This design comes from an exercise in tuning for small area, a short achievable clock period and few clock cycles per item on the open sky130 flow, not from production work.
RTL that was checked went through simulation tests only; none was proved equivalent to the original.
Power and IR drop assume default switching activity.

## SequentialMultiplier128Bit
module SequentialMultiplier128Bit(
    input [127:0] a,
    input [127:0] b,
    input reset_n,
    input clk,
    output [255:0] p,
    output done
    );
  reg [4:0] cnt;
  reg done_r;
  reg shen;      
  reg nzc;       
  reg nz;        
  reg [130:0] S, C;
  reg [127:0] pl;
  reg [7:0] Sp;
  reg [7:1] Cp;
  reg nlp;
  reg [1:0] cv;
  reg [3:0] one, two, neg;       
  reg [3:0] negn;    
  wire ld = ~reset_n;
  reg fin;       
  wire last = fin;
  wire [3:0] nneg = ~neg;
  wire [128:0] pp0;
  assign pp0[63:0] = (({64{one[0]}} & b[63:0]) | ({64{two[0]}} & {b[62:0], 1'b0})) ^ {64{neg[0]}};
  assign pp0[128:64] = ~(({65{one[0]}} & {1'b0, b[127:64]}) | ({65{two[0]}} & b[127:63])) ^ {65{negn[0]}};
  wire [128:0] pp1;
  assign pp1[63:0] = (({64{one[1]}} & b[63:0]) | ({64{two[1]}} & {b[62:0], 1'b0})) ^ {64{neg[1]}};
  assign pp1[128:64] = ~(({65{one[1]}} & {1'b0, b[127:64]}) | ({65{two[1]}} & b[127:63])) ^ {65{negn[1]}};
  wire [128:0] pp2;
  assign pp2[63:0] = (({64{one[2]}} & b[63:0]) | ({64{two[2]}} & {b[62:0], 1'b0})) ^ {64{neg[2]}};
  assign pp2[128:64] = ~(({65{one[2]}} & {1'b0, b[127:64]}) | ({65{two[2]}} & b[127:63])) ^ {65{negn[2]}};
  wire [128:0] pp3;
  assign pp3[63:0] = (({64{one[3]}} & b[63:0]) | ({64{two[3]}} & {b[62:0], 1'b0})) ^ {64{neg[3]}};
  assign pp3[128:64] = ~(({65{one[3]}} & {1'b0, b[127:64]}) | ({65{two[3]}} & b[127:63])) ^ {65{negn[3]}};
  ...
Size in the first run: roughly 6000 cells after synthesis, ~430 flip-flops, about 520 I/O pins, about 45000 um2 of cells after synthesis.
export LEC_CHECK = 0
export ABC_AREA = 1
export CAP_MARGIN = 20
export CORE_MARGIN = 2
export CORE_UTILIZATION = 50
export SETUP_SLACK_MARGIN = 2.7
export SLEW_MARGIN = 20
export TNS_END_PERCENT = 5
create_clock -name core_clock -period 5.5 [get_ports {clk}]
standard.sh (not shown) runs the stock make flow with config.mk's settings and CLKGATE_MAP_FILE= SYNTH_SCRIPT=/design/flow/synth_recipe.tcl, a recipe that flattens the netlist after the stock synthesis.
==> flow/flow/run.sh <==
#!/bin/bash
# Own layout flow: the standard ORFS flow (standard.sh, unchanged synthesis) with two
# layout settings changed:
#  - the port buffers that buffer_ports inserts are sky130_fd_sc_hd__buf_1 instead of the
#    delay-type buffer it picks by default (every input and output port still gets a buffer);
#  - MATCH_CELL_FOOTPRINT=0, so the timing repair may resize a cell to one of another width.
# Each tool's full output goes to standard.log here and to ORFS's own logs under orfs/logs.
set -euo pipefail
export BUFFER_PORTS_ARGS="-buffer_cell sky130_fd_sc_hd__buf_1"
bash standard.sh MATCH_CELL_FOOTPRINT=0 "BUFFER_PORTS_ARGS=-buffer_cell sky130_fd_sc_hd__buf_1" finish > standard.log 2>&1
test -s out/final.def
Rerun with:
--- a/flow/design.v
+++ b/flow/design.v
@@ -7,13 +7,13 @@
     output [255:0] p,
     output done
     );
   reg [4:0] cnt;
   reg done_r;
   reg shen;      
-  reg nzc;       
+  reg [127:0] Hr;    
   reg nz;        
   reg [130:0] S, C;
   reg [127:0] pl;
   reg [7:0] Sp;
   reg [7:1] Cp;
   reg nlp;
@@ -34,13 +34,13 @@
   assign pp2[63:0] = (({64{one[2]}} & b[63:0]) | ({64{two[2]}} & {b[62:0], 1'b0})) ^ {64{neg[2]}};
   assign pp2[128:64] = ~(({65{one[2]}} & {1'b0, b[127:64]}) | ({65{two[2]}} & b[127:63])) ^ {65{negn[2]}};
   wire [128:0] pp3;
   assign pp3[63:0] = (({64{one[3]}} & b[63:0]) | ({64{two[3]}} & {b[62:0], 1'b0})) ^ {64{neg[3]}};
   assign pp3[128:64] = ~(({65{one[3]}} & {1'b0, b[127:64]}) | ({65{two[3]}} & b[127:63])) ^ {65{negn[3]}};
   wire [130:0] Sg = nz ? S : {3'b0, b & {128{pl[0]}}};
-  wire [130:0] Cg = nzc ? C : (131'd1 << 130);
+  wire [130:0] Cg = nz ? C : (131'd1 << 130);
   wire hs0, hc0;
   assign hs0 = Sg[0] ^ Cg[0];
   assign hc0 = Sg[0] & Cg[0];
   wire hs1, hc1;
   assign hs1 = Cg[1] ^ neg[0];
   assign hc1 = Cg[1] & neg[0];
@@ -3023,31 +3023,30 @@
   always @(posedge clk or negedge reset_n) begin
     if (!reset_n) begin
       cnt <= 5'd0;
       done_r <= 1'b0;
       shen <= 1'b1;
       nz <= 1'b0;
-      nzc <= 1'b0;
       fin <= 1'b0;
     end else begin
       nz <= 1'b1;
-      nzc <= reset_n;
       if (cnt == 5'd15) fin <= 1'b1;
       if (!last) cnt <= cnt + 5'd1;
       if (last) done_r <= 1'b1;
       if (fin) shen <= 1'b0;
     end
   end
   always @(posedge clk) begin
     one <= one_n;
     two <= two_n;
     neg <= neg_n;
     negn <= ~neg_n;
-    S <= Sn[138:8] & {131{~fin}};
-    C <= fin ? {3'b0, H} : Cn[138:8];
-    if (ld | fin) begin
+    S <= Sn[138:8];
+    C <= Cn[138:8];
+    if (fin & ~done_r) Hr <= H;
+    if (ld) begin
       Sp <= 8'd0;
       Cp <= 7'd0;
       nlp <= 1'b0;
       cv <= 2'd0;
     end else begin
       Sp <= Sn[7:0];
@@ -3055,9 +3054,9 @@
       nlp <= neg[3];
       cv <= cvn;
     end
     if (ld) pl <= a;
     else if (shen) pl <= {Lb, pl[127:8]};
   end
-  assign p = {C[127:0], pl};
+  assign p = {Hr, pl};
   assign done = done_r;
 endmodule
Result: Cell area grows by a few percent; cell count decreases by a few percent; routed wire length came out lower by roughly a tenth; worst setup slack is worse by 0.038 ns; maximum frequency shrinks slightly; global-route usage drops by 4.5 points.
No run of this note included a check of the RTL's function; only the layout flow was run.

========
Setup of run A:
SequentialMultiplier128Bit, a different RTL version from the one above (not shown whole).
Size: roughly 6600 cells after synthesis, about 520 I/O pins, roughly 0.047 mm^2 of cells after synthesis.
## SequentialMultiplier128Bit
module SequentialMultiplier128Bit(
    input [127:0] a,
    input [127:0] b,
    input reset_n,
    input clk,
    output [255:0] p,
    output done
    );
Settings: LEC_CHECK=0, ABC_AREA=1, CAP_MARGIN=20, CORE_MARGIN=2, CORE_UTILIZATION=50, SETUP_SLACK_MARGIN=3.2, SLEW_MARGIN=20, TNS_END_PERCENT=5; clock period 5.5 ns.
==> flow/flow/run.sh <==
#!/bin/bash
# Own layout flow: the standard ORFS flow (standard.sh, unchanged synthesis) with two
# layout settings changed:
#  - the port buffers that buffer_ports inserts are sky130_fd_sc_hd__buf_2 instead of the
#    delay-type buffer it picks by default (every input and output port still gets a buffer);
#  - MATCH_CELL_FOOTPRINT=0, so the timing repair may resize a cell to one of another width.
# Each tool's full output goes to standard.log here and to ORFS's own logs under orfs/logs.
set -euo pipefail
export BUFFER_PORTS_ARGS="-buffer_cell sky130_fd_sc_hd__buf_2"
bash standard.sh MATCH_CELL_FOOTPRINT=0 "BUFFER_PORTS_ARGS=-buffer_cell sky130_fd_sc_hd__buf_2" finish > standard.log 2>&1
test -s out/final.def
--- input diff run A..run B ---
--- a/flow/design.v
+++ b/flow/design.v
@@ -2993,30 +2993,37 @@
   assign ad_c[131] = ad_n464_g;
   assign ad_c[132] = ad_n465_g;
   assign ad_c[133] = ad_n466_g;
   assign ad_c[134] = ad_n467_g;
   assign ad_c[135] = ad_n468_g;
   assign ad_c[136] = ad_n469_g;
   wire [135:0] X = ad_p ^ ad_c[135:0];
   wire [7:0] Lb = {X[7] ^ nlp, X[6:0]};
   wire [1:0] cvn = {X[7] & nlp, ad_c[8]};
   wire [127:0] H = X[135:8];
   wire lastw = (cnt == 5'd14);
-  wire [8:0] wa = ld ? {a[8:1], 1'b0} : {(pl[16] & ~lastw), pl[15], pl[14], pl[13], pl[12], pl[11], pl[10], pl[9], pl[8]};
-  wire [3:0] one_n, two_n, neg_n;
+  wire [8:0] wp = {(pl[16] & ~lastw), pl[15], pl[14], pl[13], pl[12], pl[11], pl[10], pl[9], pl[8]};
+  wire [8:0] wq = {a[8:1], 1'b0};
+  wire [3:0] one_p, two_p, neg_p, one_q, two_q, neg_q;
   genvar g;
   generate for (g = 0; g < 4; g = g + 1) begin : bd
-    assign neg_n[g] = wa[2*g+2] & ~(wa[2*g+1] & wa[2*g]);
-    assign one_n[g] = wa[2*g+1] ^ wa[2*g];
-    assign two_n[g] = (wa[2*g+2] & ~wa[2*g+1] & ~wa[2*g]) | (~wa[2*g+2] & wa[2*g+1] & wa[2*g]);
+    assign neg_p[g] = wp[2*g+2] & ~(wp[2*g+1] & wp[2*g]);
+    assign one_p[g] = wp[2*g+1] ^ wp[2*g];
+    assign two_p[g] = (wp[2*g+2] & ~wp[2*g+1] & ~wp[2*g]) | (~wp[2*g+2] & wp[2*g+1] & wp[2*g]);
+    assign neg_q[g] = wq[2*g+2] & ~(wq[2*g+1] & wq[2*g]);
+    assign one_q[g] = wq[2*g+1] ^ wq[2*g];
+    assign two_q[g] = (wq[2*g+2] & ~wq[2*g+1] & ~wq[2*g]) | (~wq[2*g+2] & wq[2*g+1] & wq[2*g]);
   end endgenerate
+  wire [3:0] one_n = ld ? one_q : one_p;
+  wire [3:0] two_n = ld ? two_q : two_p;
+  wire [3:0] neg_n = ld ? neg_q : neg_p;
   always @(posedge clk or negedge reset_n) begin
     if (!reset_n) begin
       cnt <= 5'd0;
       done_r <= 1'b0;
       shen <= 1'b1;
     end else begin
       if (!last) cnt <= cnt + 5'd1;
       if (last) done_r <= 1'b1;
       if (fin) shen <= 1'b0;
     end
   end
## What came out
- Run B vs. run A: combinational power decreased about 20%, core utilization decreased 0.96 points, post-detailed-routing wire length decreased about 5%.
- Routed via count (run B over run A): decrease, 797
- Share of final layout cell area taken by non-clock buffers (run B over run A): decrease, 0.89 points
- Run B vs. run A: maximum root-to-sink buffer count has remained practically unchanged, final routed wire length divided by cell count fell 1.0 um, net switching power lower, final total power down 2900 uW, count of TritonRoute iterations in the first routing pass went down by 1.
- Diff run A -> run B: cell depth of the worst setup path dropped 1; non-filler instance count after layout dropped 36.
No functional check of the RTL was part of any run of this note.

========
SequentialMultiplier128Bit, a different RTL version from the one above (not shown whole).
Size in the first run: about 6,000 cells after synthesis, roughly 430 flip-flops, ~520 I/O pins.
export LEC_CHECK = 0
export ABC_AREA = 1
export CAP_MARGIN = 20
export CORE_MARGIN = 2
export CORE_UTILIZATION = 50
export SETUP_SLACK_MARGIN = 2.7
export SLEW_MARGIN = 20
export TNS_END_PERCENT = 5
create_clock -name core_clock -period 5.5 [get_ports {clk}]
==> flow/flow/run.sh <==
#!/bin/bash
# Own layout flow: the standard ORFS flow (standard.sh, unchanged synthesis) with two
# layout settings changed:
#  - the port buffers that buffer_ports inserts are sky130_fd_sc_hd__buf_1 instead of the
#    delay-type buffer it picks by default (every input and output port still gets a buffer);
#  - MATCH_CELL_FOOTPRINT=0, so the timing repair may resize a cell to one of another width.
# Each tool's full output goes to standard.log here and to ORFS's own logs under orfs/logs.
set -euo pipefail
export BUFFER_PORTS_ARGS="-buffer_cell sky130_fd_sc_hd__buf_1"
bash standard.sh MATCH_CELL_FOOTPRINT=0 "BUFFER_PORTS_ARGS=-buffer_cell sky130_fd_sc_hd__buf_1" finish > standard.log 2>&1
test -s out/final.def
Testbench counts at the start, summed over its fixed seeds: cycles 6,912, items 384.
Then changed:
--- a/flow/design.v
+++ b/flow/design.v
@@ -11,37 +11,37 @@
   reg done_r;
   reg shen;      
   reg nz;        
   reg [130:0] S, C;
   reg [127:0] pl;
   reg [7:0] Sp;
   reg [7:1] Cp;
   reg nlp;
   reg [1:0] cv;
   reg [3:0] one, two, neg;       
-  reg [3:0] negn;    
+  reg [3:0] onen, twon, negn;    
   wire ld = ~reset_n;
   reg fin;       
   wire last = fin;
   wire [3:0] nneg = ~neg;
   wire [128:0] pp0;
   assign pp0[63:0] = (({64{one[0]}} & b[63:0]) | ({64{two[0]}} & {b[62:0], 1'b0})) ^ {64{neg[0]}};
-  assign pp0[128:64] = ~(({65{one[0]}} & {1'b0, b[127:64]}) | ({65{two[0]}} & b[127:63])) ^ {65{negn[0]}};
+  assign pp0[128:64] = ~(({65{onen[0]}} | {1'b1, ~b[127:64]}) & ({65{twon[0]}} | ~b[127:63])) ^ ~{65{negn[0]}};
   wire [128:0] pp1;
   assign pp1[63:0] = (({64{one[1]}} & b[63:0]) | ({64{two[1]}} & {b[62:0], 1'b0})) ^ {64{neg[1]}};
-  assign pp1[128:64] = ~(({65{one[1]}} & {1'b0, b[127:64]}) | ({65{two[1]}} & b[127:63])) ^ {65{negn[1]}};
+  assign pp1[128:64] = ~(({65{onen[1]}} | {1'b1, ~b[127:64]}) & ({65{twon[1]}} | ~b[127:63])) ^ ~{65{negn[1]}};
   wire [128:0] pp2;
   assign pp2[63:0] = (({64{one[2]}} & b[63:0]) | ({64{two[2]}} & {b[62:0], 1'b0})) ^ {64{neg[2]}};
-  assign pp2[128:64] = ~(({65{one[2]}} & {1'b0, b[127:64]}) | ({65{two[2]}} & b[127:63])) ^ {65{negn[2]}};
+  assign pp2[128:64] = ~(({65{onen[2]}} | {1'b1, ~b[127:64]}) & ({65{twon[2]}} | ~b[127:63])) ^ ~{65{negn[2]}};
   wire [128:0] pp3;
   assign pp3[63:0] = (({64{one[3]}} & b[63:0]) | ({64{two[3]}} & {b[62:0], 1'b0})) ^ {64{neg[3]}};
-  assign pp3[128:64] = ~(({65{one[3]}} & {1'b0, b[127:64]}) | ({65{two[3]}} & b[127:63])) ^ {65{negn[3]}};
+  assign pp3[128:64] = ~(({65{onen[3]}} | {1'b1, ~b[127:64]}) & ({65{twon[3]}} | ~b[127:63])) ^ ~{65{negn[3]}};
   wire [130:0] Sg = nz ? S : {3'b0, b & {128{pl[0]}}};
   wire [130:0] Cg = nz ? C : (131'd1 << 130);
   wire hs0, hc0;
   assign hs0 = Sg[0] ^ Cg[0];
   assign hc0 = Sg[0] & Cg[0];
   wire hs1, hc1;
   assign hs1 = Cg[1] ^ neg[0];
   assign hc1 = Cg[1] & neg[0];
   wire hs2, hc2;
   assign hs2 = Cg[3] ^ neg[1];
@@ -3031,20 +3031,22 @@
       if (cnt == 5'd15) fin <= 1'b1;
       if (!last) cnt <= cnt + 5'd1;
       if (last) done_r <= 1'b1;
       if (fin) shen <= 1'b0;
     end
   end
   always @(posedge clk) begin
     one <= one_n;
     two <= two_n;
     neg <= neg_n;
+    onen <= ~one_n;
+    twon <= ~two_n;
     negn <= ~neg_n;
     S <= Sn[138:8] & {131{~fin}};
     C <= fin ? {3'b0, H} : Cn[138:8];
     if (ld | fin) begin
       Sp <= 8'd0;
       Cp <= 7'd0;
       nlp <= 1'b0;
       cv <= 2'd0;
     end else begin
       Sp <= Sn[7:0];
The changed run went through all stages and came out clean.
Cell area is about the same.
Wire length rose by 1.7%.
Area after synthesis barely changes.
Clock skew rose by 0.033 ns.
Worst setup slack degrades by 0.080 ns.
Die area barely changes.
Sequential share of layout area rose by 0.24 points.
Core utilization fell by 0.42 points.
Testbench counts after the change, summed over its fixed seeds: cycles 6,912, items 384.

## re-timing with driven ports
Ports are ideal in the flow. The routed layouts listed here were re-timed in OpenROAD.
Step 1 sets driving cells, clkbuf_16 on the clock port and buf_2 on the other inputs (assumed; they add their load-dependent delay and slew).
Step 2, shift: input delay + t, output delay - t, t = (earliest + latest rising clock arrival at the registers) / 2. This alone moves slack from input paths to output paths.
a / b / c = no drivers / after step 1 / after step 2; a / b = the first two.
run | t, ns | setup WS [ns] | worst hold slack (ns) | latest minus earliest clock arrival (ns) | slew at the worst register clock pin (ns)
the first run of note 1 | 0.746 | 2.647 / 2.647 / 2.003 | 0.478 / 0.478 / 0.478 | 0.058 / 0.058 | 0.07 / 0.07
the second run of note 1 | 0.724 | 2.609 / 2.609 / 1.957 | 0.474 / 0.474 / 0.474 | 0.038 / 0.038 | 0.07 / 0.07
run A | 0.735 | 2.597 / 2.585 / 1.850 | 0.343 / 0.315 / 0.468 | 0.070 / 0.070 | 0.07 / 0.07
run B | 0.778 | 2.601 / 2.645 / 1.867 | 0.388 / 0.343 / 0.478 | 0.050 / 0.050 | 0.07 / 0.07
the first run of note 3 | 0.724 | 2.707 / 2.707 / 1.994 | 0.465 / 0.446 / 0.465 | 0.038 / 0.037 | 0.07 / 0.07
the second run of note 3 | 0.751 | 2.628 / 2.628 / 1.960 | 0.408 / 0.368 / 0.444 | 0.070 / 0.070 | 0.07 / 0.07
After both steps every run listed still meets setup and hold. For run A, which loses most, drivers alone change the setup slack by -0.012 ns; drivers and shift together by -0.747 ns.
